Source: an optimization exercise on an open RTL-to-GDS flow (aim: small area and a short achievable clock period). Production flows keep margins and buffers that such runs may drop. Where RTL was checked, it was by simulation tests only, not by an equivalence proof against the original. Function not checked in runs 1 to 6: the RTL went through the layout flow alone. Power is estimated from default activity; no workload was simulated.

File: run.sh
#!/bin/bash
# synth_recipe.tcl (not shown) runs the flow's synth.tcl, then flattens the netlist and writes it again
# the make line also repeats each setting of config.mk as NAME=value (left out here)
make -C /OpenROAD-flow-scripts/flow DESIGN_CONFIG=/design/flow/config.mk WORK_HOME=/design/flow/orfs CLKGATE_MAP_FILE= SYNTH_SCRIPT=/design/flow/synth_recipe.tcl finish
File: constraint.sdc
create_clock -name core_clock -period 3.2 [get_ports {clk}]
set_input_delay 0.6400 -clock core_clock [delete_from_list [all_inputs] [get_ports {clk}]]
set_output_delay 0.6400 -clock core_clock [all_outputs]
set_load 0.01 [all_outputs]
File: config.mk
export PLATFORM = sky130hd
export DESIGN_NAME = fifo
export DESIGN_NICKNAME = fifo
export VERILOG_FILES = /design/flow/design.v
export SDC_FILE = /design/flow/constraint.sdc
export NUM_CORES = 4
export LEC_CHECK = 0
export CAP_MARGIN = 20
export CORE_MARGIN = 2
export CORE_UTILIZATION = 65
export CTS_CLUSTER_DIAMETER = 80
export CTS_CLUSTER_SIZE = 24
export SETUP_SLACK_MARGIN = 1.45
export SLEW_MARGIN = 20
File: design.v
`timescale 1ns / 1ps
module fifo
#
(
	parameter		depth = 60,
	parameter		width = 8
)
(
	input				clk,
	input				rst_n,
	input				wr_en,
	input	[width-1:0]	data_in,
	input				rd_en,
	output	[width-1:0]	data_out,
	output				full,
	output				empty
);
localparam		rows = depth / 4;		 
reg	[width-1:0]	bank0	[rows-1:0];
reg	[width-1:0]	bank1	[rows-1:0];
reg	[width-1:0]	bank2	[rows-1:0];
reg	[width-1:0]	bank3	[rows-1:0];
reg	[3:0]		wrow;			 
reg	[1:0]		wbank;			 
reg	[3:0]		rrow0, rrow1, rrow2, rrow3;	 
reg	[1:0]		rbank;			 
reg	[5:0]		count;
reg				full_o;			 
reg				nempty_o;		 
reg				full_i;			 
reg				nempty;			 
reg	[3:0]		wen;			 
reg	[3:0]		rsel0, rsel1, rsel2, rsel3;	 
reg	[width-1:0]	bq0, bq1, bq2, bq3;	 
reg	[width-1:0]	last_in;		 
reg				fresh;			 
reg	[3:0]		osel;			 
reg	[width-1:0]	rdata;
function [3:0] next_row;
	input [3:0] r;
	begin
		next_row = (r == rows-1) ? 4'd0 : r + 4'd1;
	end
endfunction
wire	push = wr_en & ~full_i;
wire	pop  = rd_en & nempty;
wire	[1:0]	wbank_n = push ? wbank + 2'd1 : wbank;
wire	[3:0]	rrow0_n = (pop && rbank == 2'd0) ? next_row(rrow0) : rrow0;
wire	[3:0]	rrow1_n = (pop && rbank == 2'd1) ? next_row(rrow1) : rrow1;
wire	[3:0]	rrow2_n = (pop && rbank == 2'd2) ? next_row(rrow2) : rrow2;
wire	[3:0]	rrow3_n = (pop && rbank == 2'd3) ? next_row(rrow3) : rrow3;
wire			empty_n = push ? 1'b0 : (pop ? (count == 6'd1) : ~nempty);
wire			full_n  = pop  ? 1'b0 : (push ? (count == depth-1) : full_i);
wire			fresh_n = push & (~nempty | (pop & (count == 6'd1)));
wire	[1:0]	rbank_n = pop ? rbank + 2'd1 : rbank;
wire	[5:0]	count_n = (push & ~pop) ? count + 6'd1 :
			  (pop & ~push) ? count - 6'd1 : count;
always@(posedge clk or negedge rst_n)
begin
	if(!rst_n) begin
		wrow    <= 4'd0;
		wbank   <= 2'd0;
		wen     <= 4'b0001;
		rrow0   <= 4'd0;
		rrow1   <= 4'd0;
		rrow2   <= 4'd0;
		rrow3   <= 4'd0;
		rbank   <= 2'd0;
		count   <= 6'd0;
		full_o  <= 1'b0;
		nempty_o <= 1'b0;
		full_i  <= 1'b0;
		nempty  <= 1'b0;
	end else begin
		wbank <= wbank_n;
		if(push && wbank == 2'd3)
			wrow <= next_row(wrow);
		wen   <= full_n ? 4'b0000 : (4'b0001 << wbank_n);
		rbank <= rbank_n;
		rrow0 <= rrow0_n;
		rrow1 <= rrow1_n;
		rrow2 <= rrow2_n;
		rrow3 <= rrow3_n;
		count <= count_n;
		nempty_o <= (count_n != 6'd0);
		nempty  <= ~empty_n;
		full_o  <= (count_n == depth);
		full_i  <= full_n;
	end
end
always@(posedge clk)
begin
	rsel0 <= rrow0_n;
	rsel1 <= rrow1_n;
	rsel2 <= rrow2_n;
	rsel3 <= rrow3_n;
end
always@(posedge clk)
begin
	if(wen[0]) bank0[wrow] <= data_in;
	if(wen[1]) bank1[wrow] <= data_in;
	if(wen[2]) bank2[wrow] <= data_in;
	if(wen[3]) bank3[wrow] <= data_in;
end
always@(posedge clk)
begin
	bq0     <= bank0[rsel0];
	bq1     <= bank1[rsel1];
	bq2     <= bank2[rsel2];
	bq3     <= bank3[rsel3];
	last_in <= data_in;
	fresh   <= fresh_n;
	osel    <= fresh_n ? 4'b0000 : (4'b0001 << rbank_n);
end
always@(posedge clk)
begin
	rdata <= ({ width{ fresh}} & last_in)
	       | ({ width{ osel[0]}} & bq0) | ({ width{ osel[1]}} & bq1)
	       | ({ width{ osel[2]}} & bq2) | ({ width{ osel[3]}} & bq3);
end
assign	data_out = rdata;
assign	empty    = ~nempty_o;
assign	full     = full_o;
endmodule
==> impl_metrics.env, run 1 <==
export IMPL_reg2reg_slack_ns=1.37
export IMPL_antenna_found_initial=2
export IMPL_crit_path_max_fanout=5
export IMPL_antenna_cells=0
export IMPL_final_hold_viol_count=0
export IMPL_synth_commonest_cells="480 x edfxtp_1, 92 x mux4_1, 69 x dfxtp_1"
export IMPL_register_area_mm2=0.0168
export IMPL_rsz0062_at_grt="true"
export IMPL_wirelength_mm=46.2
export IMPL_multi_input_area_mm2=0.00549
export IMPL_path_clk_slew_ns=0.09
export IMPL_crit_start="rsel3[0]$_DFF_P_"
export IMPL_yosysMostFrequentCell="edfxtp_1"
export IMPL_synthTopCellsByArea="edfxtp_1 64%, mux4_1 11%, dfxtp_1 6.1%"
export IMPL_vias_per_cell=6.44
export IMPL_whs_ns=0.193
export IMPL_yosys_area_top_type="edfxtp_1"
export IMPL_syn_to_final_growth_pct=9.67
export IMPL_routedWlPerCell_um=27.6
export IMPL_synth_top_area_share_pct=64.0
export IMPL_hold_class="in2async"
export IMPL_fin_ws_ns=1.37
export IMPL_ys_types=48
export IMPL_reg2reg_from="rsel3[0]$_DFF_P_"
export IMPL_grt_max_degree=62
export IMPL_final_max_slew_violation_count=0
export IMPL_setup_tns_ns=0
export IMPL_place_congestion=0.845
export IMPL_cap_violations=0
export IMPL_yosysWarnings=1
export IMPL_syn_avg_cell_area_um2=19.9
export IMPL_crit_required_ns=3.64
export IMPL_grt_pass1_vias=10300
export IMPL_die_area_mm2=0.0361
export IMPL_max_freq_mhz=546
export IMPL_cts_buffers=28
export IMPL_power_density_mw_per_mm2=814
export IMPL_arrival_ns=2.27
export IMPL_layout_cells_non_filler=1671
export IMPL_vias=10800
export IMPL_cts_tree="yes"
export IMPL_p_leak_nw=8.23
export IMPL_vdd_drop_max_mv=0.591
export IMPL_cts_max_path_buffers=3
export IMPL_total_power_mw=20.1
export IMPL_numPortBuffers=21
export IMPL_syn_nets=1150
export IMPL_drt_pass1_iterations=5
export IMPL_final_net_count=1214
export IMPL_ys_seq_area_share_pct=74.4
export IMPL_nFillCells=2079
export IMPL_setup_viol=0
export IMPL_ant_nets=0
export IMPL_initial_core_util_pct=65.6
export IMPL_place_ws_ns=0.744
export IMPL_grt_usage_pct=25.7
export IMPL_cts_max_level=1
export IMPL_syn_area_mm2=0.0225
export IMPL_ios=22
export IMPL_tightest_slew_ns=0.942
export IMPL_synth_edf_count=480
export IMPL_async_flop_share_pct=6.47
export IMPL_synth_flop_cell="edfxtp_1"
export IMPL_cts_sinks=587
export IMPL_period_share_pct=57.2
export IMPL_layout_drive_gt1_share_pct=28.1
export IMPL_hpwl_mm=27.7
export IMPL_fp_dieW_um=190
export IMPL_skew_ns=0.0162
export IMPL_die_y_um=190
export IMPL_syn_inst=1130
export IMPL_startpoint_type="flip-flop"
export IMPL_r2r_end="bq3[7]$_DFF_P_"
export IMPL_crit_type="reg2reg"
export IMPL_dp_cells=1573
export IMPL_ys_ff_latch=587
export IMPL_status="finished clean"
export IMPL_postCtsHoldBufs=0
export IMPL_drtIter0Drc=1251
export IMPL_clock_latency_ns=0.58
export IMPL_end_kind="flip-flop"
export IMPL_row_count=68
export IMPL_drc_errors=0
export IMPL_timing_final_crit_period_ns=1.83
export IMPL_relSlewSlack_pct=37.2
export IMPL_grt_pass1_wl_mm=67.1
export IMPL_reg2regPathDepth=3
export IMPL_ctsRootBufferMaster="clkbuf_16"
export IMPL_core_area_mm2=0.0343
export IMPL_grt_overflow_total=0
-- cell type report --
type                       instances  share of cell area, %
clock inverter                     1                 0.0253
timing repair buffer              91                   3.84
sequential                       587                   68.0
multi-input combinational        474                   22.2
tap                              455                   2.31
inverter                          12                  0.182
clock buffer                      51                   3.45
-- metal layers --
layer,vias to the layer above,track usage (%),wire [um],share of wire (%)
li1,4651,-,-,-
met3,57,3.56,2750,6.0
met2,380,40.3,22200,48
met1,5674,39.9,20200,44
met4,2,5.43,979,2.1
met5,-,0,9,0.019
-- worst max-delay path by stage --
stage | to | slack [ns] | cells past startpoint
final | bq3[7]$_DFF_P_ | 1.37 | 3
after global routing | bq3[7]$_DFF_P_ | 1.36 | 3
after CTS | bq3[7]$_DFF_P_ | 1.36 | 3
after detailed placement | nempty_o$_DFF_PN0_ | 0.74 | 6
after global placement | full_o$_DFF_PN0_ | 0.78 | 6
after floorplan | nempty_o$_DFF_PN0_ | 1.39 | 6
-- report_power, final --
part / switching, mW / internal, mW / leakage, nW
Combinational: 2.68 / 3.04 / 2.45
Clock: 2.20 / 1.81 / 0.410
Sequential: 1.07 / 9.30 / 5.37
Total: 5.95 / 14.2 / 8.23
-- sequential cells by signal, indices dropped and copies added (netlist names), 6 cells and up --
register  count
bq1           8
bank2       120
last_in       8
bq2           8
count         6
bq3           8
bank1       120
rdata         8
bank0       120
bank3       120
bq0           8
-- cell usage in the layout (no fill, tap or decap), types with 5 or more instances in the layout --
cell type / count
edfxtp_1: 480
mux4_2: 104
nand2_1: 67
dfxtp_1: 61
o21ai_0: 50
buf_4: 46
and2_4: 35
clkbuf_16: 35
mux2i_1: 33
dfrtp_1: 32
mux4_1: 24
and2_2: 23
clkbuf_1: 20
buf_2: 19
buf_12: 12
nand3_1: 11
inv_1: 10
nor2_1: 9
nor2_4: 8
a222oi_1: 8
a22oi_1: 8
ha_1: 7
dfxtp_4: 6
nand2b_1: 5
a21o_1: 5
dfrtp_2: 5
-- kinds of logic (layout without fill, tap and decap cells) --
logic type | after synthesis | in the layout | share of synthesized area, %
xor gates and xnor gates | 7 | 7 | 0.272
DFF | 587 | 587 | 74.4
muxes | 162 | 162 | 15.9
and+or+nand+nor | 198 | 198 | 4.48
AOI/OAI and AO/OA | 99 | 99 | 2.77
buffers and inverters | 69 | 155 | 1.77
adders and majority gates | 8 | 8 | 0.445
-- timing repair --
action                     4_1_cts  5_1_grt
buffers inserted                14       24
resized for setup              241       58
pin swaps                        2        7
setup endpoints to repair      526      342
cloned                           3        5
-- through the flow --
stage	cell area (um^2)	util (%)
finish	24700	72.0
global route	24700	72.0
CTS	24300	70.9
detailed placement	23200	67.5
global placement	23200	67.5
floorplan	22500	-
-- worst max-delay path, cell delays in order, from the launching register on --
cell       delay, ns
dfxtp_4         0.47
clkbuf_16       0.19
mux4_2          0.51
mux4_2          0.51
==> inputs of run 2 (changes only) <==
--- a/config.mk
+++ b/config.mk
@@ -9,3 +9,3 @@
 export CORE_MARGIN = 2
-export CORE_UTILIZATION = 65
+export CORE_UTILIZATION = 40
 export CTS_CLUSTER_DIAMETER = 80
==> impl_metrics.env, run 2 <==
export IMPL_drtIter0Drc=1302
export IMPL_final_cell_mix="480 x edfxtp_1, 109 x mux4_2, 67 x nand2_1, 63 x dfxtp_1, 53 x o21ai_0"
export IMPL_timing_final_crit_period_ns=1.83
export IMPL_synth_top_area_share_pct=64.0
export IMPL_cts_tree="yes"
export IMPL_cts_sinks=587
export IMPL_crit_path_max_fanout=6
export IMPL_ys_types=48
export IMPL_syn_avg_cell_area_um2=19.9
export IMPL_p_leak_nw=8.21
export IMPL_yosysMostFrequentCell="edfxtp_1"
export IMPL_period_share_pct=57.3
export IMPL_design_area_mm2=0.0250
export IMPL_setup_viol=0
export IMPL_postCtsHoldBufs=0
export IMPL_setup_tns_ns=0
export IMPL_placed_cell_area_mm2=0.0235
export IMPL_path_clk_slew_ns=0.09
export IMPL_syn_to_final_growth_pct=11.1
export IMPL_numPortBuffers=21
export IMPL_drc_errors=0
export IMPL_final_net_count=1209
export IMPL_yosys_area_top_type="edfxtp_1"
export IMPL_die_area_mm2=0.0582
export IMPL_crit_type="reg2reg"
export IMPL_critPathSlowestCell="mux4_1"
export IMPL_relSlewSlack_pct=39.1
export IMPL_cp_buffers_inverters=2
export IMPL_core_area_mm2=0.0554
export IMPL_arrival_ns=2.31
export IMPL_synth_flop_cell="edfxtp_1"
export IMPL_grt_pass1_wl_mm=71.6
export IMPL_cts_max_level=1
export IMPL_async_flop_share_pct=6.47
export IMPL_fp_dieW_um=241
export IMPL_ios=22
export IMPL_initial_core_util_pct=40.6
export IMPL_syn_inst=1130
export IMPL_yosysWarnings=1
export IMPL_reg2regPathDepth=4
export IMPL_max_freq_mhz=545
export IMPL_grt_overflow_total=0
export IMPL_cp_depth=4
export IMPL_status="finished clean"
export IMPL_antenna_cells=0
export IMPL_ys_ff_latch=587
export IMPL_synth_commonest_cells="480 x edfxtp_1, 92 x mux4_1, 69 x dfxtp_1"
export IMPL_final_common_cell="edfxtp_1"
export IMPL_cp_cell_sequence="buf_6 -> buf_16 -> mux4_1 -> mux4_2"
export IMPL_startpoint_type="flip-flop"
export IMPL_vias_per_cell=5.38
export IMPL_synth_edf_count=480
export IMPL_die_y_um=241
export IMPL_ys_seq_area_share_pct=74.4
export IMPL_wirelength_mm=48.8
export IMPL_ctsRootBufferMaster="clkbuf_16"
export IMPL_cts_buffers=29
export IMPL_crit_family="multiplexers"
export IMPL_syn_area_mm2=0.0225
export IMPL_end_kind="flip-flop"
export IMPL_routedWlPerCell_um=24.9
export IMPL_syn_nets=1150
export IMPL_grt_usage_pct=16.9
export IMPL_hpwl_mm=28.9
export IMPL_cap_violations=0
export IMPL_cts_max_path_buffers=3
export IMPL_drt_pass1_iterations=6
export IMPL_clock_latency_ns=0.59
export IMPL_vdd_drop_max_mv=0.451
export IMPL_place_congestion=0.825
export IMPL_grt_max_degree=62
export IMPL_row_count=86
export IMPL_ant_nets=0
export IMPL_reg2reg_slack_ns=1.37
export IMPL_synthTopCellsByArea="edfxtp_1 64%, mux4_1 11%, dfxtp_1 6.1%"
export IMPL_cpPeakStageDelay_ns=0.57
export IMPL_final_max_slew_violation_count=0
export IMPL_antenna_found_initial=1
export IMPL_grt_pass1_vias=10600
export IMPL_vias=10500
export IMPL_power_density_mw_per_mm2=816
export IMPL_rsz0062_at_grt="true"
export IMPL_layout_drive_gt1_share_pct=28.1
export IMPL_skew_ns=0.0153
export IMPL_final_hold_viol_count=0
export IMPL_tightest_slew_ns=0.913
export IMPL_crit_required_ns=3.67
export IMPL_hold_class="in2async"
[run 2: cell counts after synthesis]
Identical to the previous run, type by type.
[run 2: cells by family after synthesis]
kind of cell / synth area share (%)
buf+inv: 1.77
flops: 74.4
compound gates: 2.77
simple gates: 4.48
fa+ha+maj: 0.445
mux: 15.9
xor+xnor: 0.272
[run 2: stage by stage]
stage | util (%) | cells | worst slack [ns] | power, mW | hold slack [ns]
3_5_place_dp | 42.4 | 1865 | 0.753 | 15.2 | 0.449
5_1_grt | 45.1 | 1959 | 1.33 | 21.3 | 0.225
4_1_cts | 44.8 | 1951 | 1.36 | 20.3 | 0.169
3_3_place_gp | 42.4 | 1865 | 0.729 | 15.1 | 0.446
6_report | 45.1 | 1959 | 1.37 | 20.4 | 0.173
2_1_floorplan | - | 1130 | 1.39 | 13.4 | 0.344
[run 2: layer usage]
metal,track usage (%),share of wire [%]
met3,3.13,5.5
met1,24.9,46
met4,4.53,2.3
met2,25.9,46
met5,0,0.016
[run 2: worst paths after layout]
check / from / to
max in group asynchronous: rst_n / count[0]$_DFF_PN0_
setup / recovery: rsel2[0]$_DFF_P_ / bq2[2]$_DFF_P_
setup reg to reg: rsel2[0]$_DFF_P_ / bq2[2]$_DFF_P_
min in group core_clock: bq1[6]$_DFF_P_ / rdata[6]$_DFF_P_
hold / removal: rst_n / rrow3[1]$_DFF_PN0_
hold reg to reg: bq1[6]$_DFF_P_ / rdata[6]$_DFF_P_
[run 2: area by class of cell]
type	count	area, um^2
inverters	12	45.0
well taps	748	936
multi-input cells	474	5420
clock buffers	48	827
repair buffers	85	946
fillers	4692	30400
flip-flops and latches	587	16800
clock inverters	5	67.6
[run 2: what timing repair did]
item	4_1_cts	5_1_grt
endpoints found under the setup margin	526	215
resized for setup	247	38
hold endpoints to repair	0	0
buffers inserted	26	6
pin swaps	2	3
cloned	7	2
[run 2: report_power, final]
group,total [mW],internal (mW),switching [mW]
clock network,4.19,1.88,2.31
registers,10.2,9.29,0.935
logic,6.00,3.12,2.88
total,20.4,14.3,6.12
[run 2: worst register-to-register path, delay by kind of cell (launching register included)]
family	cells	cell delay, ns
mux	2	1.03
flops	1	0.41
buf+inv	2	0.28
==> inputs of run 3 (changes only) <==
==> design.v (replaced) <==
`timescale 1ns / 1ps
module fifo
#
(
	parameter		depth = 60,
	parameter		width = 8
)
(
	input				clk,
	input				rst_n,
	input				wr_en,
	input	[width-1:0]	data_in,
	input				rd_en,
	output	[width-1:0]	data_out,
	output				full,
	output				empty
);
localparam		rows = depth / 4;		 
reg	[width-1:0]	bank0	[rows-1:0];
reg	[width-1:0]	bank1	[rows-1:0];
reg	[width-1:0]	bank2	[rows-1:0];
reg	[width-1:0]	bank3	[rows-1:0];
reg	[3:0]		wrow;			 
reg	[1:0]		wbank;			 
reg	[3:0]		wen;			 
reg	[3:0]		rrow;			 
reg	[1:0]		rbank;			 
reg	[5:0]		count;
reg				full_o;			 
reg				nempty_o;		 
reg				full_i;			 
reg				nempty;			 
reg	[3:0]		rsel0, rsel1, rsel2, rsel3;	 
reg	[1:0]		rseln0, rseln1, rseln2, rseln3;	 
reg	[width-1:0]	bq0, bq1, bq2, bq3;	 
reg	[width-1:0]	last_in;		 
reg				fresh;			 
reg	[3:0]		osel;			 
reg	[width-1:0]	rdata;
function [3:0] next_row;
	input [3:0] r;
	begin
		next_row = (r == rows-1) ? 4'd0 : r + 4'd1;
	end
endfunction
wire			push = wr_en & ~full_i;
wire			pop  = rd_en & nempty;
wire	[1:0]	wbank_n = push ? wbank + 2'd1 : wbank;
wire	[1:0]	rbank_n = pop ? rbank + 2'd1 : rbank;
wire	[3:0]	rrow_n  = (pop && rbank == 2'd3) ? next_row(rrow) : rrow;
wire	[3:0]	rrow_n1 = next_row(rrow_n);
wire	[5:0]	count_n = (push & ~pop) ? count + 6'd1 :
			  (pop & ~push) ? count - 6'd1 : count;
wire			empty_n = push ? 1'b0 : (pop ? (count == 6'd1) : ~nempty);
wire			full_n  = pop  ? 1'b0 : (push ? (count == depth-1) : full_i);
wire			fresh_n = push & (~nempty | (pop & (count == 6'd1)));
wire	[3:0]	rsel0_n = (rbank_n == 2'd0) ? rrow_n : rrow_n1;
wire	[3:0]	rsel1_n = (rbank_n <= 2'd1) ? rrow_n : rrow_n1;
wire	[3:0]	rsel2_n = (rbank_n <= 2'd2) ? rrow_n : rrow_n1;
wire	[3:0]	rsel3_n = rrow_n;
always@(posedge clk or negedge rst_n)
begin
	if(!rst_n) begin
		wrow     <= 4'd0;
		wbank    <= 2'd0;
		wen      <= 4'b0001;
		rrow     <= 4'd0;
		rbank    <= 2'd0;
		count    <= 6'd0;
		full_o   <= 1'b0;
		nempty_o <= 1'b0;
		full_i   <= 1'b0;
		nempty   <= 1'b0;
	end else begin
		wbank    <= wbank_n;
		if(push && wbank == 2'd3)
			wrow <= next_row(wrow);
		wen      <= full_n ? 4'b0000 : (4'b0001 << wbank_n);
		rbank    <= rbank_n;
		rrow     <= rrow_n;
		count    <= count_n;
		full_o   <= (count_n == depth);
		nempty_o <= (count_n != 6'd0);
		full_i   <= full_n;
		nempty   <= ~empty_n;
	end
end
always@(posedge clk)
begin
	if(wen[0]) bank0[wrow] <= data_in;
	if(wen[1]) bank1[wrow] <= data_in;
	if(wen[2]) bank2[wrow] <= data_in;
	if(wen[3]) bank3[wrow] <= data_in;
end
always@(posedge clk)
begin
	rsel0   <= rsel0_n;
	rsel1   <= rsel1_n;
	rsel2   <= rsel2_n;
	rsel3   <= rsel3_n;
	rseln0  <= ~rsel0_n[1:0];
	rseln1  <= ~rsel1_n[1:0];
	rseln2  <= ~rsel2_n[1:0];
	rseln3  <= ~rsel3_n[1:0];
	bq0     <= { bank0[{ rsel0[3:2], ~rseln0}][7:4], bank0[rsel0][3:0]};
	bq1     <= { bank1[{ rsel1[3:2], ~rseln1}][7:4], bank1[rsel1][3:0]};
	bq2     <= { bank2[{ rsel2[3:2], ~rseln2}][7:4], bank2[rsel2][3:0]};
	bq3     <= { bank3[{ rsel3[3:2], ~rseln3}][7:4], bank3[rsel3][3:0]};
	last_in <= data_in;
	fresh   <= fresh_n;
	osel    <= fresh_n ? 4'b0000 : (4'b0001 << rbank_n);
end
always@(posedge clk)
begin
	rdata <= ({ width{ fresh}} & last_in)
	       | ({ width{ osel[0]}} & bq0) | ({ width{ osel[1]}} & bq1)
	       | ({ width{ osel[2]}} & bq2) | ({ width{ osel[3]}} & bq3);
end
assign	data_out = rdata;
assign	empty    = ~nempty_o;
assign	full     = full_o;
endmodule
--- a/config.mk
+++ b/config.mk
@@ -9,3 +9,3 @@
 export CORE_MARGIN = 2
-export CORE_UTILIZATION = 40
+export CORE_UTILIZATION = 65
 export CTS_CLUSTER_DIAMETER = 80
==> impl_metrics.env, run 3 <==
export IMPL_layout_drive_gt1_share_pct=34.1
export IMPL_final_common_cell="edfxtp_1"
export IMPL_setup_tns_ns=0
export IMPL_ys_seq_area_share_pct=75.0
export IMPL_grt_overflow_total=0
export IMPL_yosys_area_top_type="edfxtp_1"
export IMPL_end_kind="flip-flop"
export IMPL_synthMuxAreaShare_pct=15.1
export IMPL_skew_ns=0.00981
export IMPL_synth_top_area_share_pct=65.1
export IMPL_crit_required_ns=3.67
export IMPL_layout_cells_non_filler=1690
export IMPL_routedWlPerCell_um=27.6
export IMPL_place_ws_ns=0.146
export IMPL_fin_ws_ns=1.06
export IMPL_yosysMostFrequentCell="edfxtp_1"
export IMPL_placed_cell_area_mm2=0.0229
export IMPL_drc_errors=0
export IMPL_cts_buffers=28
export IMPL_hpwl_mm=28.2
export IMPL_synth_top_family_by_area="multiplexers"
export IMPL_grt_max_degree=62
export IMPL_synth_edf_count=480
export IMPL_syn_inst=1153
export IMPL_numPortBuffers=21
export IMPL_synth_fa_ha_area_share_pct=0.396
export IMPL_grt_pass1_vias=10700
export IMPL_startpoint_type="flip-flop"
export IMPL_syn_area_mm2=0.0221
export IMPL_vdd_drop_max_mv=0.570
export IMPL_cts_max_level=1
export IMPL_clock_latency_ns=0.58
export IMPL_crit_path_max_fanout=6
export IMPL_place_congestion=0.902
export IMPL_relSlewSlack_pct=48.0
export IMPL_ys_ff_latch=583
export IMPL_status="finished clean"
export IMPL_synth_commonest_cells="480 x edfxtp_1, 128 x mux4_2, 77 x dfxtp_1"
export IMPL_tightest_slew_ns=0.780
export IMPL_power_density_mw_per_mm2=847
export IMPL_final_util_pct=74.0
export IMPL_die_y_um=189
export IMPL_synthSimpleGateAreaFrac_pct=4.78
export IMPL_rsz0062_at_grt="true"
export IMPL_row_count=67
export IMPL_whs_ns=0.426
export IMPL_ctsRootBufferMaster="clkbuf_16"
export IMPL_yosysWarnings=1
export IMPL_cap_violations=0
export IMPL_vias_per_cell=6.45
export IMPL_final_net_count=1239
export IMPL_vias=10900
export IMPL_wirelength_mm=46.6
export IMPL_ant_nets=0
export IMPL_syn_nets=1172
export IMPL_total_power_mw=21.0
export IMPL_die_area_mm2=0.0356
export IMPL_setup_viol=0
export IMPL_initial_core_util_pct=66.0
export IMPL_final_cell_mix="480 x edfxtp_1, 128 x mux4_2, 67 x buf_4, 56 x dfxtp_1, 46 x nand2_1"
export IMPL_period_share_pct=66.9
export IMPL_drtIter0Drc=1234
export IMPL_core_area_mm2=0.0335
export IMPL_cts_sinks=583
export IMPL_synth_compound_area_share_pct=2.85
export IMPL_hold_class="in2async"
export IMPL_synthTopCellsByArea="edfxtp_1 65%, mux4_2 13%, dfxtp_1 7.0%"
export IMPL_dp_cells=1580
export IMPL_ios=22
export IMPL_syn_avg_cell_area_um2=19.2
export IMPL_final_max_slew_violation_count=0
export IMPL_antenna_cells=0
export IMPL_cts_max_path_buffers=3
export IMPL_drt_pass1_iterations=6
export IMPL_arrival_ns=2.61
export IMPL_fp_dieW_um=189
export IMPL_p_leak_nw=8.22
export IMPL_design_area_mm2=0.0248
export IMPL_cts_tree="yes"
export IMPL_timing_final_crit_period_ns=2.14
export IMPL_final_hold_viol_count=0
export IMPL_grt_usage_pct=26.7
export IMPL_antenna_found_initial=0
export IMPL_synth_flop_cell="edfxtp_1"
export IMPL_max_freq_mhz=467
export IMPL_crit_type="reg2reg"
export IMPL_async_flop_share_pct=4.46
export IMPL_synth_xor_area_share_pct=0.435
export IMPL_ys_types=55
export IMPL_syn_to_final_growth_pct=12.1
export IMPL_grt_pass1_wl_mm=69.1
export IMPL_path_clk_slew_ns=0.09
[run 3: power by group]
group | internal, mW | switching (mW) | total (mW)
logic | 3.51 | 2.99 | 6.49
registers | 9.26 | 1.24 | 10.5
clock network | 1.82 | 2.21 | 4.03
total | 14.6 | 6.43 | 21.0
[run 3: worst max-delay path, cell delays in order (launching register included)]
cell	delay (ns)
dfrtp_2	0.40
ha_4	0.16
and3_4	0.19
nand2_2	0.05
o21a_4	0.22
inv_4	0.07
ha_4	0.17
xor2_1	0.21
a21oi_1	0.10
nor2_1	0.12
nor3_2	0.07
mux2_4	0.26
[run 3: final cells by class]
| class | instances | area [um^2] |
|---|---|---|
| flip-flops and latches | 583 | 16700 |
| fillers | 1948 | 8710 |
| multi-input cells | 495 | 5690 |
| repair buffers | 103 | 1010 |
| clock buffers | 49 | 811 |
| well taps | 448 | 561 |
| clock inverters | 3 | 46.3 |
| inverters | 9 | 37.5 |
[run 3: metal layers]
layer | up-vias | routed length [um] | track usage [%]
met5 | - | 0 | 0
met4 | 0 | 1230 | 6.73
met3 | 75 | 2860 | 2.51
met2 | 423 | 22400 | 41.8
met1 | 5698 | 20100 | 41.8
li1 | 4712 | - | -
[run 3: final timing paths]
| check | start | to | slack [ns] | depth (start not counted) |
|---|---|---|---|---|
| min reg2reg | bq1[7]$_DFF_P_ | rdata[7]$_DFF_P_ | 0.46 | 2 |
| min in group core_clock | data_in[0] | last_in[0]$_DFF_P_ | 0.45 | 1 |
| max | rbank[0]$_DFF_PN0_ | rsel0[2]$_DFF_P_ | 1.06 | 11 |
| min | rst_n | count[1]$_DFF_PN0_ | 0.43 | 2 |
| max in group asynchronous | rst_n | wen[0]$_DFF_PN1_ | 2.46 | 2 |
| max reg2reg | rbank[0]$_DFF_PN0_ | rsel0[2]$_DFF_P_ | 1.06 | 11 |
[run 3: cells by family (layout without fill, tap and decap cells)]
kind of cell               Yosys count  in the layout
DFF                                583            583
buffers and inverters               75            164
xor gates and xnor gates            11             11
and+or+nand+nor                    205            205
AOI/OAI and AO/OA                   99             99
adders and majority gates            7              7
muxes                              173            173
[run 3: what timing repair did]
action / in CTS / in global routing
endpoints found under the setup margin: 559 / 451
pin swaps: 12 / 8
endpoints found under the hold margin: 0 / 0
gates resized for setup: 230 / 47
hold buffers: 0 / 0
setup buffers: 32 / 18
cloned: 7 / 1
==> inputs of run 4 (changes only) <==
--- a/config.mk
+++ b/config.mk
@@ -12,3 +12,3 @@
 export CTS_CLUSTER_SIZE = 24
-export SETUP_SLACK_MARGIN = 1.45
+export SETUP_SLACK_MARGIN = 1.55
 export SLEW_MARGIN = 20
==> impl_metrics.env, run 4 <==
export IMPL_drt_pass1_iterations=5
export IMPL_total_power_mw=21.2
export IMPL_final_net_count=1267
export IMPL_grt_max_degree=62
export IMPL_final_max_slew_violation_count=0
export IMPL_final_hold_viol_count=0
export IMPL_antenna_cells=0
export IMPL_vias=11000
export IMPL_row_count=67
export IMPL_drc_errors=0
export IMPL_clkPwrFrac_pct=18.5
export IMPL_place_congestion=0.841
export IMPL_synth_top_family_by_area="multiplexers"
export IMPL_yosys_area_top_type="edfxtp_1"
export IMPL_fp_dieW_um=189
export IMPL_synth_commonest_cells="480 x edfxtp_1, 128 x mux4_2, 77 x dfxtp_1"
export IMPL_cts_max_level=1
export IMPL_die_y_um=189
export IMPL_skew_ns=0.0213
export IMPL_ys_types=55
export IMPL_syn_inst=1153
export IMPL_yosysMostFrequentCell="edfxtp_1"
export IMPL_synth_xor_area_share_pct=0.435
export IMPL_tightest_slew_ns=0.914
export IMPL_final_cell_mix="480 x edfxtp_1, 128 x mux4_2, 75 x buf_4, 54 x and2_4, 53 x dfxtp_1"
export IMPL_synth_compound_area_share_pct=2.85
export IMPL_vias_per_cell=6.38
export IMPL_ios=22
export IMPL_synthTopCellsByArea="edfxtp_1 65%, mux4_2 13%, dfxtp_1 7.0%"
export IMPL_reg2regPathDepth=5
export IMPL_cts_buffers=28
export IMPL_setup_tns_ns=0
export IMPL_postCtsHoldBufs=0
export IMPL_arrival_ns=2.59
export IMPL_cts_max_path_buffers=3
export IMPL_antenna_found_initial=1
export IMPL_numPortBuffers=21
export IMPL_relSlewSlack_pct=39.0
export IMPL_vdd_drop_max_mv=0.625
export IMPL_p_leak_nw=8.36
export IMPL_syn_to_final_growth_pct=13.9
export IMPL_fin_ws_ns=1.07
export IMPL_core_area_mm2=0.0335
export IMPL_p_int_mw=14.7
export IMPL_nFillCells=1902
export IMPL_ctsRootBufferMaster="clkbuf_16"
export IMPL_cap_violations=0
export IMPL_combPwrFrac_pct=31.4
export IMPL_drtIter0Drc=1273
export IMPL_cts_tree="yes"
export IMPL_crit_required_ns=3.66
export IMPL_crit_type="reg2reg"
export IMPL_end_kind="flip-flop"
export IMPL_initial_core_util_pct=66.0
export IMPL_grt_usage_pct=27.0
export IMPL_cts_sinks=583
export IMPL_routedWlPerCell_um=27.4
export IMPL_seq_power_share_pct=50.1
export IMPL_synth_edf_count=480
export IMPL_synth_fa_ha_area_share_pct=0.396
export IMPL_syn_area_mm2=0.0221
export IMPL_synthSimpleGateAreaFrac_pct=4.78
export IMPL_grt_overflow_total=0
export IMPL_synth_flop_cell="edfxtp_1"
export IMPL_startpoint_type="flip-flop"
export IMPL_wirelength_mm=47.1
export IMPL_yosysWarnings=1
export IMPL_power_switching_mw=6.51
export IMPL_hold_class="in2async"
export IMPL_clock_latency_ns=0.58
export IMPL_rsz0062_at_grt="true"
export IMPL_ys_ff_latch=583
export IMPL_ys_seq_area_share_pct=75.0
export IMPL_setup_viol=0
export IMPL_syn_nets=1172
export IMPL_synthMuxAreaShare_pct=15.1
export IMPL_hpwl_mm=29.2
export IMPL_timing_final_crit_period_ns=2.13
export IMPL_path_clk_slew_ns=0.09
export IMPL_synth_top_area_share_pct=65.1
export IMPL_power_density_mw_per_mm2=841
export IMPL_grt_pass1_vias=10900
export IMPL_place_ws_ns=0.191
export IMPL_ant_nets=0
export IMPL_period_share_pct=66.5
export IMPL_crit_path_max_fanout=7
export IMPL_syn_avg_cell_area_um2=19.2
export IMPL_max_freq_mhz=470
export IMPL_grt_pass1_wl_mm=70.0
export IMPL_status="finished clean"
export IMPL_layout_drive_gt1_share_pct=36.9
export IMPL_swShare_pct=30.7
export IMPL_async_flop_share_pct=4.46
export IMPL_die_area_mm2=0.0356
export IMPL_final_common_cell="edfxtp_1"
-- run 4: cell counts after synthesis --
No cell type changed its count.
-- run 4: critical path: stages (launching register included) --
cell	delay (ns)
dfrtp_1	0.47
nand2b_2	0.29
or4_4	0.44
o211ai_2	0.08
a21bo_1	0.22
or4_1	0.49
-- run 4: power groups by stage --
| stage | registers [mW] | clock network, mW | logic (mW) |
|---|---|---|---|
| 2_1_floorplan | 9.63 | 0 | 4.47 |
| 3_3_place_gp | 11.0 | 0 | 4.66 |
| 3_5_place_dp | 11.0 | 0 | 4.70 |
| 4_1_cts | 10.6 | 3.98 | 6.16 |
| 5_1_grt | 10.8 | 4.24 | 7.02 |
| 6_report | 10.6 | 3.93 | 6.65 |
-- run 4: area by class of cell --
| type | count | area, um^2 | area share [%] |
|---|---|---|---|
| clock inverter | 2 | 21.3 | 0.0844 |
| sequential | 583 | 16700 | 66.2 |
| multi-input combinational | 495 | 5840 | 23.2 |
| timing repair buffer | 131 | 1260 | 5.01 |
| tap | 448 | 561 | 2.22 |
| clock buffer | 50 | 805 | 3.19 |
| inverter | 9 | 40.0 | 0.159 |
-- run 4: path summary, 6_finish.rpt --
path                       slack (ns)        startpoint                 end
setup / recovery                 1.07  full_i$_DFF_PN0_  nempty_o$_DFF_PN0_
hold / removal                   0.44             rst_n    full_i$_DFF_PN0_
setup reg to reg                 1.07  full_i$_DFF_PN0_  nempty_o$_DFF_PN0_
hold reg to reg                  0.52    bq3[4]$_DFF_P_    rdata[4]$_DFF_P_
max in group asynchronous        2.44             rst_n   rrow[2]$_DFF_PN0_
min in group core_clock          0.52    bq3[4]$_DFF_P_    rdata[4]$_DFF_P_
-- run 4: cells by family after synthesis --
kind of cell	Yosys count
XOR/XNOR	11
buffers and inverters	75
flip-flops	583
AND/OR/NAND/NOR	205
adder cells (fa/ha/maj)	7
AO/OA/AOI/OAI	99
multiplexers	173
-- run 4: metal layers --
| metal | vias to the layer above | GRT usage, % | share of wire [%] |
|---|---|---|---|
| met2 | 403 | 43.1 | 48 |
| met5 | - | 0 | 0.028 |
| met1 | 5742 | 41.2 | 43 |
| li1 | 4762 | - | - |
| met4 | 2 | 6.28 | 2.6 |
| met3 | 60 | 3.20 | 6.6 |
-- run 4: repair_timing --
| item | in CTS | in global routing |
|---|---|---|
| resized for setup | 255 | 65 |
| cloned | 2 | 0 |
| pin swaps | 18 | 19 |
| buffers inserted | 57 | 29 |
| setup endpoints to repair | 563 | 463 |
-- run 4: per-stage QoR --
stage	std cells	utilization, %	hold slack (ns)	instance area [um^2]
after floorplan	1153	-	0.344	22400
after global placement	1578	68.3	0.458	22900
after detailed placement	1578	68.3	0.479	22900
after CTS	1689	73.9	0.419	24800
after global routing	1718	75.2	0.458	25200
final	1718	75.2	0.439	25200
==> inputs of run 5 (changes only) <==
--- a/design.v
+++ b/design.v
@@ -27,3 +27,2 @@
 reg	[1:0]		rbank;			 
-reg	[5:0]		count;
 reg				full_o;			 
@@ -49,13 +48,16 @@
 wire	[1:0]	rbank_n = pop ? rbank + 2'd1 : rbank;
-wire	[3:0]	rrow_n  = (pop && rbank == 2'd3) ? next_row(rrow) : rrow;
-wire	[3:0]	rrow_n1 = next_row(rrow_n);
-wire	[5:0]	count_n = (push & ~pop) ? count + 6'd1 :
-			  (pop & ~push) ? count - 6'd1 : count;
-wire			empty_n = push ? 1'b0 : (pop ? (count == 6'd1) : ~nempty);
-wire			full_n  = pop  ? 1'b0 : (push ? (count == depth-1) : full_i);
-wire			fresh_n = push & (~nempty | (pop & (count == 6'd1)));
-wire	[3:0]	rsel0_n = (rbank_n == 2'd0) ? rrow_n : rrow_n1;
-wire	[3:0]	rsel1_n = (rbank_n <= 2'd1) ? rrow_n : rrow_n1;
-wire	[3:0]	rsel2_n = (rbank_n <= 2'd2) ? rrow_n : rrow_n1;
-wire	[3:0]	rsel3_n = rrow_n;
+wire	[3:0]	rrow_1  = next_row(rrow);
+wire	[3:0]	rrow_n  = (pop && rbank == 2'd3) ? rrow_1 : rrow;
+wire	[3:0]	wrow_1  = next_row(wrow);
+wire			one     = (rbank == 2'd3) ? (wbank == 2'd0 && wrow == rrow_1)
+				                  : (wbank == rbank + 2'd1 && wrow == rrow);
+wire			most    = (wbank == 2'd3) ? (rbank == 2'd0 && rrow == wrow_1)
+				                  : (rbank == wbank + 2'd1 && rrow == wrow);
+wire			empty_n = push ? 1'b0 : (pop ? one : ~nempty);
+wire			full_n  = pop  ? 1'b0 : (push ? most : full_i);
+wire			fresh_n = push & (~nempty | (pop & one));
+wire	[3:0]	rsel0_n = (rbank != 2'd0 || pop) ? rrow_1 : rrow;
+wire	[3:0]	rsel1_n = (rbank >= 2'd2 || (pop && rbank == 2'd1)) ? rrow_1 : rrow;
+wire	[3:0]	rsel2_n = (rbank == 2'd3 || (pop && rbank == 2'd2)) ? rrow_1 : rrow;
+wire	[3:0]	rsel3_n = (pop && rbank == 2'd3) ? rrow_1 : rrow;
 always@(posedge clk or negedge rst_n)
@@ -68,3 +70,2 @@
 		rbank    <= 2'd0;
-		count    <= 6'd0;
 		full_o   <= 1'b0;
@@ -80,5 +81,4 @@
 		rrow     <= rrow_n;
-		count    <= count_n;
-		full_o   <= (count_n == depth);
-		nempty_o <= (count_n != 6'd0);
+		full_o   <= ~pop & (push ? most : full_o);
+		nempty_o <= push | (pop ? ~one : nempty_o);
 		full_i   <= full_n;
--- a/config.mk
+++ b/config.mk
@@ -12,3 +12,3 @@
 export CTS_CLUSTER_SIZE = 24
-export SETUP_SLACK_MARGIN = 1.55
+export SETUP_SLACK_MARGIN = 1.5
 export SLEW_MARGIN = 20
==> impl_metrics.env, run 5 <==
export IMPL_ios=22
export IMPL_cts_sinks=577
export IMPL_antenna_found_initial=0
export IMPL_ys_types=52
export IMPL_p_leak_nw=8.16
export IMPL_ctsRootBufferMaster="clkbuf_16"
export IMPL_die_area_mm2=0.0351
export IMPL_synth_fa_ha_area_share_pct=0.344
export IMPL_die_y_um=187
export IMPL_final_common_cell="edfxtp_1"
export IMPL_final_max_slew_violation_count=0
export IMPL_ys_ff_latch=577
export IMPL_grt_pass1_vias=10500
export IMPL_initial_core_util_pct=65.6
export IMPL_max_freq_mhz=503
export IMPL_wirelength_mm=45.1
export IMPL_crit_type="reg2reg"
export IMPL_vias=10600
export IMPL_syn_nets=1145
export IMPL_crit_path_max_fanout=7
export IMPL_period_share_pct=62.1
export IMPL_skew_ns=0.0270
export IMPL_grt_usage_pct=26.1
export IMPL_row_count=67
export IMPL_hold_class="reg2reg"
export IMPL_core_area_mm2=0.0333
export IMPL_final_net_count=1216
export IMPL_syn_avg_cell_area_um2=19.4
export IMPL_grt_pass1_wl_mm=67.2
export IMPL_crit_required_ns=3.65
export IMPL_place_ws_ns=0.709
export IMPL_combPwrFrac_pct=31.8
export IMPL_fp_dieW_um=187
export IMPL_synth_commonest_cells="480 x edfxtp_1, 128 x mux4_2, 77 x dfxtp_1"
export IMPL_end_kind="flip-flop"
export IMPL_clock_latency_ns=0.59
export IMPL_async_flop_share_pct=3.47
export IMPL_fin_ws_ns=1.21
export IMPL_status="finished clean"
export IMPL_synth_top_family_by_area="multiplexers"
export IMPL_startpoint_type="flip-flop"
export IMPL_path_clk_slew_ns=0.09
export IMPL_layout_cells_non_filler=1668
export IMPL_numPortBuffers=21
export IMPL_yosysMostFrequentCell="edfxtp_1"
export IMPL_clkPwrFrac_pct=18.9
export IMPL_final_hold_viol_count=0
export IMPL_register_area_mm2=0.0165
export IMPL_cap_violations=0
export IMPL_drt_pass1_iterations=6
export IMPL_power_switching_mw=6.36
export IMPL_multi_input_area_mm2=0.00545
export IMPL_grt_overflow_total=0
export IMPL_synth_top_area_share_pct=66.0
export IMPL_synthSimpleGateAreaFrac_pct=3.92
export IMPL_antenna_cells=0
export IMPL_p_int_mw=14.2
export IMPL_seq_power_share_pct=49.2
export IMPL_relSlewSlack_pct=35.0
export IMPL_synth_compound_area_share_pct=3.42
export IMPL_synth_edf_count=480
export IMPL_synthMuxAreaShare_pct=14.8
export IMPL_drc_errors=0
export IMPL_grt_max_degree=62
export IMPL_cts_max_path_buffers=3
export IMPL_vdd_drop_max_mv=0.735
export IMPL_synthTopCellsByArea="edfxtp_1 66%, mux4_2 13%, dfxtp_1 7.1%"
export IMPL_yosysWarnings=1
export IMPL_final_cell_mix="480 x edfxtp_1, 128 x mux4_2, 60 x buf_4, 56 x dfxtp_1, 45 x o21ai_0"
export IMPL_ys_seq_area_share_pct=75.4
export IMPL_cts_buffers=28
export IMPL_tightest_slew_ns=0.971
export IMPL_crit_start="rrow[1]$_DFF_PN0_"
export IMPL_syn_area_mm2=0.0218
export IMPL_power_density_mw_per_mm2=837
export IMPL_reg2reg_from="rrow[1]$_DFF_PN0_"
export IMPL_nFillCells=2006
export IMPL_arrival_ns=2.44
export IMPL_layout_drive_gt1_share_pct=33.3
export IMPL_hpwl_mm=27.5
export IMPL_ant_nets=0
export IMPL_timing_final_crit_period_ns=1.99
export IMPL_hold_start="bq3[4]$_DFF_P_"
export IMPL_swShare_pct=30.9
export IMPL_cts_max_level=1
export IMPL_setup_tns_ns=0
export IMPL_yosys_area_top_type="edfxtp_1"
export IMPL_rsz0062_at_grt="true"
export IMPL_synth_xor_area_share_pct=0.522
export IMPL_vias_per_cell=6.36
export IMPL_drtIter0Drc=1215
export IMPL_synth_flop_cell="edfxtp_1"
export IMPL_syn_to_final_growth_pct=12.7
export IMPL_cts_tree="yes"
export IMPL_routedWlPerCell_um=27.1
export IMPL_syn_inst=1127
export IMPL_place_congestion=0.968
export IMPL_dp_cells=1552
export IMPL_setup_viol=0
## run 5: changes by cell type after synthesis, moves of 6 or more
| cell | delta |
|---|---|
| inv_1 | +10 |
| clkbuf_1 | +9 |
| nor2_1 | -10 |
| dfrtp_1 | -6 |
| buf_2 | -7 |
| o21ai_0 | +10 |
| nor3_1 | -7 |
| and2_1 | -19 |
| nand2_1 | -7 |
| mux2i_1 | -6 |
| a211oi_1 | +6 |
| and3_1 | +24 |
## run 5: critical path: stages, from the launching register on
cell and delay, ns:
dfrtp_2 0.39, buf_6 0.13, or3b_4 0.38, a311oi_2 0.31, o22ai_2 0.16, o41ai_4 0.21, buf_4 0.19, o221ai_2 0.09
## run 5: cell families after synthesis
logic type / after synthesis
DFF: 577
and+or+nand+nor: 165
muxes: 163
AOI/OAI and AO/OA: 117
buffers and inverters: 86
xor gates and xnor gates: 13
adders and majority gates: 6
## run 5: cell type report
type	instances	share of cell area, %
Clock inverter	5	0.183
Multi-Input combinational cell	464	22.2
Tap cell	448	2.28
Inverter	19	0.290
Timing Repair Buffer	108	4.71
Clock buffer	47	3.15
Sequential cell	577	67.2
## run 5: power groups by stage
stage	combinational, mW	clock [mW]	sequential [mW]
floorplan	4.30	0	9.37
finish	6.55	3.90	10.1
global route	6.90	4.21	10.2
global placement	5.05	0	10.2
CTS	6.03	3.96	10.1
detailed placement	5.09	0	10.2
## run 5: final timing paths
| kind | end | cells after the start | slack [ns] |
|---|---|---|---|
| worst min register to register | rdata[4]$_DFF_P_ | 2 | 0.46 |
| max in group asynchronous | wrow[0]$_DFFE_PN0P_ | 1 | 1.90 |
| min in group asynchronous | rrow[0]$_DFF_PN0_ | 1 | 0.59 |
| worst max register to register | nempty_o$_DFF_PN0_ | 7 | 1.21 |
| worst max-delay path | nempty_o$_DFF_PN0_ | 7 | 1.21 |
| worst min-delay path | rdata[4]$_DFF_P_ | 2 | 0.46 |
## run 5: metrics by stage
stage               power [mW]  cell area [um^2]  hold WS, ns  util (%)
global route              21.4             24600        0.493      73.9
global placement          15.3             22500        0.446      67.6
finish                    20.6             24600        0.462      73.9
floorplan                 13.7             22000        0.344         -
CTS                       20.1             24100        0.468      72.5
detailed placement        15.3             22500        0.443      67.6
## run 5: timing repair
item,in CTS,in global routing
setup endpoints to repair,543,515
cloned,6,1
resized for setup,210,75
setup buffers,36,21
pin swaps,8,9
hold buffers,0,0
## run 5: routing by layer
metal  part of all wire [%]  global-route usage [%]
met1                     44                    39.9
met2                     47                    40.2
met3                    6.8                    4.32
met4                    2.9                    7.42
met5                      0                       0
==> inputs of run 6 (changes only) <==
--- a/config.mk
+++ b/config.mk
@@ -10,4 +10,4 @@
 export CORE_UTILIZATION = 65
-export CTS_CLUSTER_DIAMETER = 80
-export CTS_CLUSTER_SIZE = 24
+export CTS_CLUSTER_DIAMETER = 100
+export CTS_CLUSTER_SIZE = 32
 export SETUP_SLACK_MARGIN = 1.5
==> impl_metrics.env, run 6 <==
export IMPL_rsz0062_at_grt="true"
export IMPL_vdd_drop_max_mv=0.640
export IMPL_synth_flop_cell="edfxtp_1"
export IMPL_power_density_mw_per_mm2=827
export IMPL_vias=10600
export IMPL_timing_final_crit_period_ns=1.98
export IMPL_reg2regPathDepth=7
export IMPL_combPwrFrac_pct=32.2
export IMPL_arrival_ns=2.43
export IMPL_synth_fa_ha_area_share_pct=0.344
export IMPL_synth_top_family_by_area="multiplexers"
export IMPL_grt_pass1_wl_mm=67.5
export IMPL_syn_to_final_growth_pct=11.9
export IMPL_vias_per_cell=6.41
export IMPL_ant_nets=0
export IMPL_grt_usage_pct=26.2
export IMPL_async_flop_share_pct=3.47
export IMPL_setup_viol=0
export IMPL_whs_endpoint="rdata[2]$_DFF_P_"
export IMPL_hold_class="reg2reg"
export IMPL_wirelength_mm=45.1
export IMPL_ys_seq_area_share_pct=75.4
export IMPL_p_leak_nw=8.07
export IMPL_grt_pass1_vias=10400
export IMPL_die_y_um=187
export IMPL_syn_nets=1145
export IMPL_antenna_found_initial=0
export IMPL_initial_core_util_pct=65.6
export IMPL_skew_ns=0.0492
export IMPL_grt_max_degree=62
export IMPL_cts_max_level=1
export IMPL_total_power_mw=20.2
export IMPL_ctsRootBufferMaster="clkbuf_16"
export IMPL_synthSimpleGateAreaFrac_pct=3.92
export IMPL_final_net_count=1205
export IMPL_drt_pass1_iterations=5
export IMPL_synth_xor_area_share_pct=0.522
export IMPL_end_kind="flip-flop"
export IMPL_synthTopCellsByArea="edfxtp_1 66%, mux4_2 13%, dfxtp_1 7.1%"
export IMPL_yosysWarnings=1
export IMPL_status="finished clean"
export IMPL_hold_depth=2
export IMPL_reg2reg_slack_ns=1.22
export IMPL_place_congestion=0.968
export IMPL_ys_types=52
export IMPL_numPortBuffers=21
export IMPL_clock_latency_ns=0.57
export IMPL_placed_cell_area_mm2=0.0225
export IMPL_cts_buffers=22
export IMPL_cap_violations=0
export IMPL_path_clk_slew_ns=0.12
export IMPL_p_int_mw=13.9
export IMPL_design_area_mm2=0.0244
export IMPL_synth_compound_area_share_pct=3.42
export IMPL_power_switching_mw=6.24
export IMPL_fp_dieW_um=187
export IMPL_yosysMostFrequentCell="edfxtp_1"
export IMPL_antenna_cells=0
export IMPL_routedWlPerCell_um=27.3
export IMPL_hpwl_mm=27.5
export IMPL_drc_errors=0
export IMPL_period_share_pct=61.8
export IMPL_whs_ns=0.468
export IMPL_swShare_pct=30.9
export IMPL_setup_tns_ns=0
export IMPL_row_count=67
export IMPL_final_util_pct=73.4
export IMPL_drtIter0Drc=1244
export IMPL_cts_max_path_buffers=3
export IMPL_syn_avg_cell_area_um2=19.4
export IMPL_clkPwrFrac_pct=17.6
export IMPL_die_area_mm2=0.0351
export IMPL_ios=22
export IMPL_synthMuxAreaShare_pct=14.8
export IMPL_startpoint_type="flip-flop"
export IMPL_final_hold_viol_count=0
export IMPL_crit_path_max_fanout=7
export IMPL_synth_top_area_share_pct=66.0
export IMPL_syn_area_mm2=0.0218
export IMPL_synth_commonest_cells="480 x edfxtp_1, 128 x mux4_2, 77 x dfxtp_1"
export IMPL_syn_inst=1127
export IMPL_crit_required_ns=3.65
export IMPL_crit_type="reg2reg"
export IMPL_final_cell_mix="480 x edfxtp_1, 128 x mux4_2, 57 x buf_4, 56 x dfxtp_1, 44 x o21ai_0"
export IMPL_core_area_mm2=0.0333
export IMPL_reg2reg_from="rrow[1]$_DFF_PN0_"
export IMPL_hold_start="bq3[2]$_DFF_P_"
export IMPL_nFillCells=2028
export IMPL_layout_drive_gt1_share_pct=32.5
export IMPL_r2r_end="nempty_o$_DFF_PN0_"
export IMPL_final_max_slew_violation_count=0
export IMPL_ys_ff_latch=577
export IMPL_relSlewSlack_pct=35.9
export IMPL_crit_start="rrow[1]$_DFF_PN0_"
export IMPL_grt_overflow_total=0
export IMPL_yosys_area_top_type="edfxtp_1"
export IMPL_seq_power_share_pct=50.2
export IMPL_max_freq_mhz=506
export IMPL_cts_tree="yes"
export IMPL_cts_sinks=577
export IMPL_tightest_slew_ns=0.958
export IMPL_synth_edf_count=480
export IMPL_final_common_cell="edfxtp_1"
run 6: critical path, cell delays in order, from the launching register on:
cell      delay, ns
dfrtp_2        0.40
buf_6          0.13
or3b_1         0.36
a311oi_2       0.31
o22ai_2        0.17
o41ai_4        0.21
buf_4          0.19
o221ai_2       0.09
run 6: worst max path at each step:
stage / to / slack, ns
after floorplan: nempty_o$_DFF_PN0_ / 1.30
after global placement: bank0[8][0]$_DFFE_PP_ / 0.79
after detailed placement: wen[0]$_DFF_PN1_ / 0.71
after CTS: nempty_o$_DFF_PN0_ / 1.15
after global routing: nempty_o$_DFF_PN0_ / 1.18
final: nempty_o$_DFF_PN0_ / 1.22
run 6: kinds of logic after synthesis:
family | count (synthesis)
DFF | 577
AOI/OAI and AO/OA | 117
and+or+nand+nor | 165
xor gates and xnor gates | 13
adders and majority gates | 6
muxes | 163
buffers and inverters | 86
run 6: what timing repair did:
action	CTS	global route
cloned	6	1
hold buffers	0	0
hold endpoints to repair	0	0
setup buffers	38	14
pin swaps	5	12
resized for setup	201	80
setup endpoints to repair	547	506
run 6: metrics by stage:
step,setup WS (ns),instances
after global placement,0.788,1552
after CTS,1.15,1636
after global routing,1.18,1651
final,1.22,1651
after floorplan,1.30,1127
after detailed placement,0.709,1552
run 6: power by group through the flow:
stage                     clock (mW)  combinational [mW]  sequential (mW)
after CTS                       3.60                6.07             10.1
after floorplan                    0                4.30             9.37
after global placement             0                5.05             10.2
after detailed placement           0                5.09             10.2
after global routing            3.86                6.86             10.3
final                           3.54                6.50             10.1
run 6: final cells by class:
class                   count  area, um^2  area share (%)
clock buffers              38         632            2.59
clock inverters             2        47.5           0.195
inverters                  19        73.8           0.302
multi-input cells         464        5450            22.3
flip-flops and latches    577       16500            67.7
well taps                 448         561            2.30
repair buffers            103        1130            4.63
run 6: per-layer routing:
metal	GRT usage, %	routed length [um]	vias up
li1	-	-	4594
met1	40.9	19700	5567
met2	41.2	21600	371
met3	3.00	2960	53
met4	5.16	776	0
met5	0	0	-
==> inputs of run 7 (changes only) <==
--- a/design.v
+++ b/design.v
@@ -27,2 +27,6 @@
 reg	[1:0]		rbank;			 
+reg	[3:0]		p1row;			 
+reg	[1:0]		p1bank;
+reg	[3:0]		w1row;			 
+reg	[1:0]		w1bank;
 reg				full_o;			 
@@ -50,7 +54,4 @@
 wire	[3:0]	rrow_n  = (pop && rbank == 2'd3) ? rrow_1 : rrow;
-wire	[3:0]	wrow_1  = next_row(wrow);
-wire			one     = (rbank == 2'd3) ? (wbank == 2'd0 && wrow == rrow_1)
-				                  : (wbank == rbank + 2'd1 && wrow == rrow);
-wire			most    = (wbank == 2'd3) ? (rbank == 2'd0 && rrow == wrow_1)
-				                  : (rbank == wbank + 2'd1 && rrow == wrow);
+wire			one     = (wrow == p1row) && (wbank == p1bank);
+wire			most    = (w1row == rrow) && (w1bank == rbank);
 wire			empty_n = push ? 1'b0 : (pop ? one : ~nempty);
@@ -70,2 +71,6 @@
 		rbank    <= 2'd0;
+		p1row    <= 4'd0;
+		p1bank   <= 2'd1;
+		w1row    <= 4'd0;
+		w1bank   <= 2'd1;
 		full_o   <= 1'b0;
@@ -80,2 +85,12 @@
 		rbank    <= rbank_n;
+		if(pop) begin
+			p1bank <= p1bank + 2'd1;
+			if(p1bank == 2'd3)
+				p1row <= next_row(p1row);
+		end
+		if(push) begin
+			w1bank <= w1bank + 2'd1;
+			if(w1bank == 2'd3)
+				w1row <= next_row(w1row);
+		end
 		rrow     <= rrow_n;
--- a/config.mk
+++ b/config.mk
@@ -10,5 +10,5 @@
 export CORE_UTILIZATION = 65
-export CTS_CLUSTER_DIAMETER = 100
-export CTS_CLUSTER_SIZE = 32
-export SETUP_SLACK_MARGIN = 1.5
+export CTS_CLUSTER_DIAMETER = 80
+export CTS_CLUSTER_SIZE = 24
+export SETUP_SLACK_MARGIN = 1.6
 export SLEW_MARGIN = 20
==> impl_metrics.env, run 7 <==
export IMPL_status="finished clean"
export IMPL_synthTopCellsByArea="edfxtp_1 64%, mux4_2 9.0%, dfxtp_1 6.9%"
export IMPL_drt_pass1_iterations=6
export IMPL_tightest_slew_ns=0.722
export IMPL_hpwl_mm=30.1
export IMPL_dp_cells=1673
export IMPL_place_ws_ns=0.782
export IMPL_core_area_mm2=0.0337
export IMPL_final_net_count=1343
export IMPL_ant_nets=0
export IMPL_swShare_pct=31.9
export IMPL_cts_tree="yes"
export IMPL_cpPeakStageDelay_ns=0.39
export IMPL_cp_depth=1
export IMPL_yosysWarnings=1
export IMPL_cp_cell_sequence="buf_2"
export IMPL_syn_to_final_growth_pct=12.7
export IMPL_synth_top_area_share_pct=64.4
export IMPL_vias_per_cell=6.45
export IMPL_clkPwrFrac_pct=18.9
export IMPL_syn_area_mm2=0.0224
export IMPL_fin_ws_ns=1.45
export IMPL_synth_edf_count=480
export IMPL_crit_required_ns=2.56
export IMPL_reg2reg_slack_ns=1.56
export IMPL_final_max_slew_violation_count=0
export IMPL_yosysMostFrequentCell="edfxtp_1"
export IMPL_placed_cell_area_mm2=0.0230
export IMPL_final_common_cell="edfxtp_1"
export IMPL_cts_max_path_buffers=3
export IMPL_power_switching_mw=6.80
export IMPL_seq_power_share_pct=49.1
export IMPL_reg2regPathDepth=5
export IMPL_vias=11600
export IMPL_clock_latency_ns=0.60
export IMPL_syn_inst=1234
export IMPL_power_density_mw_per_mm2=844
export IMPL_timing_final_crit_period_ns=1.75
export IMPL_p_leak_nw=8.48
export IMPL_postCtsHoldBufs=0
export IMPL_vdd_drop_max_mv=0.698
export IMPL_layout_drive_gt1_share_pct=31.0
export IMPL_relSlewSlack_pct=51.9
export IMPL_skew_ns=0.0246
export IMPL_final_cell_mix="480 x edfxtp_1, 92 x mux4_2, 67 x nand2_1, 63 x buf_4, 59 x dfxtp_1"
export IMPL_cp_buffers_inverters=1
export IMPL_path_clk_slew_ns=0.10
export IMPL_grt_overflow_total=0
export IMPL_rsz0062_at_grt="true"
export IMPL_setup_tns_ns=0
export IMPL_grt_pass1_wl_mm=73.0
export IMPL_syn_nets=1253
export IMPL_setup_viol=0
export IMPL_arrival_ns=1.11
export IMPL_end_kind="primary output"
export IMPL_cts_buffers=28
export IMPL_ys_seq_area_share_pct=74.9
export IMPL_place_congestion=0.882
export IMPL_ys_ff_latch=589
export IMPL_layout_cells_non_filler=1794
export IMPL_antenna_cells=0
export IMPL_ctsRootBufferMaster="clkbuf_16"
export IMPL_final_util_pct=74.9
export IMPL_drc_errors=0
export IMPL_routedWlPerCell_um=27.4
export IMPL_design_area_mm2=0.0252
export IMPL_combPwrFrac_pct=32.1
export IMPL_wirelength_mm=49.2
export IMPL_initial_core_util_pct=66.4
export IMPL_crit_type="reg2out"
export IMPL_die_y_um=190
export IMPL_whs_ns=0.425
export IMPL_synth_flop_cell="edfxtp_1"
export IMPL_fp_dieW_um=190
export IMPL_numPortBuffers=21
export IMPL_grt_max_degree=62
export IMPL_total_power_mw=21.3
export IMPL_async_flop_share_pct=5.43
export IMPL_antenna_found_initial=0
export IMPL_cts_sinks=589
export IMPL_nFillCells=1931
export IMPL_r2r_end="bank1[11][3]$_DFFE_PP_"
export IMPL_grt_usage_pct=28.1
export IMPL_row_count=67
export IMPL_cap_violations=0
export IMPL_syn_avg_cell_area_um2=18.1
export IMPL_hold_class="in2reg"
export IMPL_startpoint_type="flip-flop"
export IMPL_final_hold_viol_count=0
export IMPL_crit_family="flip-flops"
export IMPL_endpoint="full"
export IMPL_ios=22
export IMPL_reg2reg_from="wrow[0]$_DFFE_PN0P_"
export IMPL_die_area_mm2=0.0359
export IMPL_drtIter0Drc=1349
export IMPL_synth_commonest_cells="480 x edfxtp_1, 89 x mux4_2, 77 x dfxtp_1"
export IMPL_yosys_area_top_type="edfxtp_1"
export IMPL_critPathSlowestCell="dfrtp_1"
export IMPL_p_int_mw=14.5
export IMPL_ys_types=53
export IMPL_crit_path_max_fanout=2
export IMPL_cts_max_level=1
export IMPL_multi_input_area_mm2=0.00574
export IMPL_grt_pass1_vias=11200
export IMPL_period_share_pct=54.8
export IMPL_max_freq_mhz=570
export IMPL_register_area_mm2=0.0168
export IMPL_crit_start="full_o$_DFF_PN0_"
[run 7: worst min path at each step]
stage                               from               endpoint  depth (start not counted)
after floorplan                    rst_n       full_i$_DFF_PN0_                          0
after global placement    bq3[5]$_DFF_P_       rdata[5]$_DFF_P_                          2
after detailed placement  bq3[5]$_DFF_P_       rdata[5]$_DFF_P_                          2
after CTS                     data_in[0]  bank3[0][0]$_DFFE_PP_                          1
after global routing          data_in[0]  bank3[0][0]$_DFFE_PP_                          1
final                         data_in[0]  bank3[0][0]$_DFFE_PP_                          1
[run 7: timing repair]
action | in CTS | in global routing
pin swaps | 12 | 31
endpoints found under the setup margin | 560 | 361
gates cloned | 0 | 0
setup buffers | 49 | 20
gates resized for setup | 226 | 92
[run 7: cell families after synthesis]
family          Yosys count  synth area share (%)
flops                   589                  74.9
simple gates            233                  5.19
compound gates          184                  5.48
mux                     133                  11.4
buf+inv                  72                  2.03
xor+xnor                 16                 0.626
fa+ha+maj                 7                 0.391
[run 7: cell type report]
type / count / share of cell area (%)
inverters: 7 / 0.104
multi-input cells: 573 / 22.7
repair buffers: 125 / 4.99
clock buffers: 50 / 3.27
clock inverters: 2 / 0.0397
flip-flops and latches: 589 / 66.6
well taps: 448 / 2.22
[run 7: routing by layer]
metal / GRT usage [%] / vias up / part of all wire [%]
met5: 0 / - / 0
met2: 44.4 / 477 / 48
met3: 4.22 / 71 / 7.1
met1: 42.9 / 6000 / 42
li1: - / 5027 / -
met4: 5.49 / 0 / 2.0
[run 7: power groups by stage]
stage | combinational (mW) | clock, mW | sequential [mW]
2_1_floorplan | 4.14 | 0 | 9.82
3_3_place_gp | 4.89 | 0 | 10.7
3_5_place_dp | 4.93 | 0 | 10.7
4_1_cts | 6.22 | 4.05 | 10.4
5_1_grt | 7.22 | 4.33 | 10.6
6_report | 6.83 | 4.02 | 10.5

## re-timing with driven ports
No port has a modelled driver above. Below, the same layouts with a new extraction and two added sets of constraints. Step 1, drivers: a clkbuf_16 drives clk and a buf_2 each remaining input, both assumed. Step 2 moves the port delays by t, midway between the first and last clock arrival at a register: inputs arrive t later, outputs are due t later. That takes back most of the time a late clock gives input paths. a / b / c = ideal / step 1 / step 2; a / b = the first two.
| run | t, ns | slack for setup (ns) | worst setup path after step 2 | worst register clock-pin slew, ns |
|---|---|---|---|---|
| run 1 | 0.631 | 1.370 / 1.370 / 0.988 | input to register | 0.10 / 0.10 |
| run 2 | 0.643 | 1.367 / 1.367 / 0.998 | input to register | 0.10 / 0.10 |
| run 3 | 0.629 | 1.059 / 1.059 / 0.712 | input to register | 0.10 / 0.10 |
| run 4 | 0.629 | 1.071 / 1.071 / 0.625 | input to register | 0.10 / 0.10 |
| run 5 | 0.633 | 1.214 / 1.214 / 0.778 | input to register | 0.10 / 0.10 |
| run 6 | 0.598 | 1.224 / 1.224 / 0.802 | input to register | 0.12 / 0.12 |
| run 7 | 0.637 | 1.445 / 1.392 / 1.052 | input to register | 0.10 / 0.10 |
After both steps every run listed still meets setup and hold. The setup slack of run 4, which loses most, moves by 0.000 ns with the drivers and by -0.446 ns with both steps.
